Source: an optimization exercise on an open RTL-to-GDS flow (aim: small area and a short achievable clock period). Production flows keep margins and buffers that such runs may drop. In this exercise RTL edits were held to simulation tests only and were not proved equivalent to the original. Power is estimated from default activity; no workload was simulated.

// cim_mac_tree
module cim_mac_tree (
    input         clk,
    input         rst_n,
    input         mac_en,
    input  [7:0]  col_mux,
    input  [15:0] data_in,
    input  [7:0]  bank0,  bank1,  bank2,  bank3,
                  bank4,  bank5,  bank6,  bank7,
                  bank8,  bank9,  bank10, bank11,
                  bank12, bank13, bank14, bank15,
    output [11:0] sum
);
clock: 8.0 ns
lec_check: 0
cap_margin: 20
core_margin: 2
core_utilization: 60
cts_buf_list: sky130_fd_sc_hd__clkbuf_4
setup_slack_margin: 4.5
slew_margin: 20
synth_hierarchical: 1
standard.sh (not shown) runs the stock make flow with config.mk's settings and CLKGATE_MAP_FILE= SYNTH_SCRIPT=/design/flow/synth_recipe.tcl, a recipe that flattens the netlist after the stock synthesis.
==> flow/flow/run.sh <==
#!/bin/bash
# The standard layout (the standard.sh, unchanged synthesis), with the
# port buffers made of the smallest buffer instead of the default choice.
set -o pipefail
export BUFFER_PORTS_ARGS="-buffer_cell sky130_fd_sc_hd__buf_1"
bash standard.sh finish > standard_flow.log 2>&1
Change:
Settings changed: CAP_MARGIN 20 to 10, CTS_BUF_LIST sky130_fd_sc_hd__clkbuf_4 to sky130_fd_sc_hd__clkbuf_4 sky130_fd_sc_hd__clkbuf_8, GPL_ROUTABILITY_DRIVEN set to 0, SETUP_SLACK_MARGIN 4.5 to 4.55, SLEW_MARGIN 20 to 10.
After rerunning: The new run finished with timing, DRC and antenna clean; non-clock buffer count went down by 1; synthesized cell count is unchanged; die area stays the same; count of clock-buffer cells in the layout climbs by 1; via count went down by 5.5%; routed wire length goes down by about 10%; global-route usage came out lower by 2.2 points; design area goes up by 2.8%; flip-flop and latch count is unchanged; final cell count stays flat; clock power came out higher by about 60%.
Change:
Settings changed: CAP_MARGIN 10 to 20, SETUP_SLACK_MARGIN 4.55 to 4.6, SLEW_MARGIN 10 to 20.
Global-route usage stays flat.
Total power rises slightly.
Non-clock buffer count drops by 1.
Combinational power barely changes.
Sequential power barely changes.
First-iteration DRC count is unchanged.
Via count is higher slightly.
Wire length barely changes.
Clock power climbs by a few percent.
Final area goes up slightly.
Sequential share of layout area hardly moves.
Change:
Settings changed: GPL_ROUTABILITY_DRIVEN 0 to unset, SETUP_SLACK_MARGIN 4.6 to 4.7.
Effect: Wire length grows by 23%. Final area grows by 8.4%. Hold slack gets worse by 0.0031 ns. Global-route usage grows by 4.9 points. Sequential share of layout area shrinks by 1.5 points. First-iteration DRC count grows by 38%. Via count grows by 13%.

========
== exp/amber ==
Starting RTL as in the previous note.
clock: 8.0 ns
lec_check: 0
cap_margin: 20
core_margin: 2
core_utilization: 60
cts_buf_list: sky130_fd_sc_hd__clkbuf_4 sky130_fd_sc_hd__clkbuf_8
gpl_routability_driven: 0
setup_slack_margin: 4.5
slew_margin: 20
synth_hierarchical: 1
Scripts as last shown in full above: flow/flow/run.sh
Setup changes, exp/amber to exp/delta
Settings: CAP_MARGIN now 0, was 20; SLEW_MARGIN now 0, was 20.
### Flow results
- From exp/amber to exp/delta the numbers moved as follows: slack of the worst reg-to-reg path now sits higher, total of fill cells in the finished design now sits higher, part of the power in registers now sits lower.
- Diff exp/amber -> exp/delta: final area closely matched the old numbers, upper clock frequency limit increased by 0.32% relative to the old numbers.
- Comparing exp/delta and exp/amber, the higher highest ir drop seen on vdd is on exp/delta.
#### Input delta (exp/nickel over exp/delta)
Settings: CAP_MARGIN now 20, was 0; GPL_ROUTABILITY_DRIVEN no longer set, was 0; SLEW_MARGIN now 20, was 0.
==> flow/flow/run.sh <==
#!/bin/bash
# The standard layout (the standard.sh, unchanged synthesis), with the
# port buffers made of the smallest buffer instead of the default choice,
# and ORFS's power recovery (downsizing of non-critical cells) after global
# routing.
set -o pipefail
export BUFFER_PORTS_ARGS="-buffer_cell sky130_fd_sc_hd__buf_1"
export RECOVER_POWER=100
bash standard.sh finish > standard_flow.log 2>&1
Findings:
- Complete run, failing final checks: exp/nickel, reason capacitance limit, slew limit.
- Relative to exp/delta, portion of the clock cycle consumed by the worst path in the final layout has gone up in exp/nickel.
- When exp/nickel is set beside exp/delta, its clock group power turns out to be about 2% larger.
- Core utilization: exp/nickel lower than exp/delta
- When exp/nickel is set beside exp/delta, its total power turns out to be 5.6% larger.
- | clock network power share | exp/nickel vs exp/delta | 0.4 points lower |
- Taking exp/delta as the reference, in exp/nickel global routing met2 resource utilization went up; layout overhead on the synthesized area lost 0.92 points; upper clock frequency limit saw a decrease.
#### Input delta (exp/umber over exp/nickel)
==> flow/flow/run.sh <==
#!/bin/bash
# The standard layout (the standard.sh, unchanged synthesis), with the
# port buffers made of the smallest buffer instead of the default choice.
set -o pipefail
export BUFFER_PORTS_ARGS="-buffer_cell sky130_fd_sc_hd__buf_1"
bash standard.sh finish > standard_flow.log 2>&1
### Flow results
- exp/umber completed every stage of the flow, and the final layout passed the timing, DRC and antenna checks.
- Compared to exp/nickel, exp/umber has sequential share of layout area 0.31 points lower.
- When exp/umber is measured against exp/nickel, its maximum clock frequency turns out 38% higher.
- Sort exp/nickel and exp/umber by number of detailed-route iterations in the first pass desc -> top: exp/nickel

-- static timing again, ports no longer ideal --
In the flow no input, the clock included, has a driving cell. The finished layouts below were timed again as built, in two steps.
Step 1 assumes that a clkbuf_16 drives the clock port and a buf_2 every other input.
Step 2 moves the port delays by t, midway between the first and last clock arrival at a register: inputs arrive t later, outputs are due t later. That takes back most of the time a late clock gives input paths.
Three values: no drivers, after step 1, after step 2; two values: the first two.
run	t (ns)	setup WS [ns]	hold slack, ns	worst setup path after step 2	latest minus earliest clock arrival (ns)
the first run of note 1	0.432	4.525 / 4.520 / 4.088	0.447 / 0.447 / 0.447	input to register	0.018 / 0.018
the second run of note 1	0.367	4.583 / 4.558 / 4.191	0.435 / 0.435 / 0.435	input to register	0.013 / 0.012
the third run of note 1	0.374	4.628 / 4.574 / 4.200	0.436 / 0.436 / 0.436	input to register	0.011 / 0.011
the fourth run of note 1	0.367	4.603 / 4.418 / 4.051	0.433 / 0.433 / 0.433	input to register	0.012 / 0.013
exp/amber	0.380	4.547 / 4.519 / 4.140	0.436 / 0.436 / 0.436	input to register	0.012 / 0.011
exp/delta	0.377	4.558 / 4.532 / 4.155	0.436 / 0.436 / 0.436	input to register	0.015 / 0.016
exp/nickel	0.366	3.235 / 3.253 / 2.886	0.437 / 0.437 / 0.437	input to register	0.008 / 0.009
exp/umber	0.376	4.537 / 4.537 / 4.187	0.437 / 0.437 / 0.437	input to register	0.009 / 0.009
The setup slack of the fourth run of note 1, which loses most, moves by -0.185 ns with the drivers and by -0.552 ns with both steps.
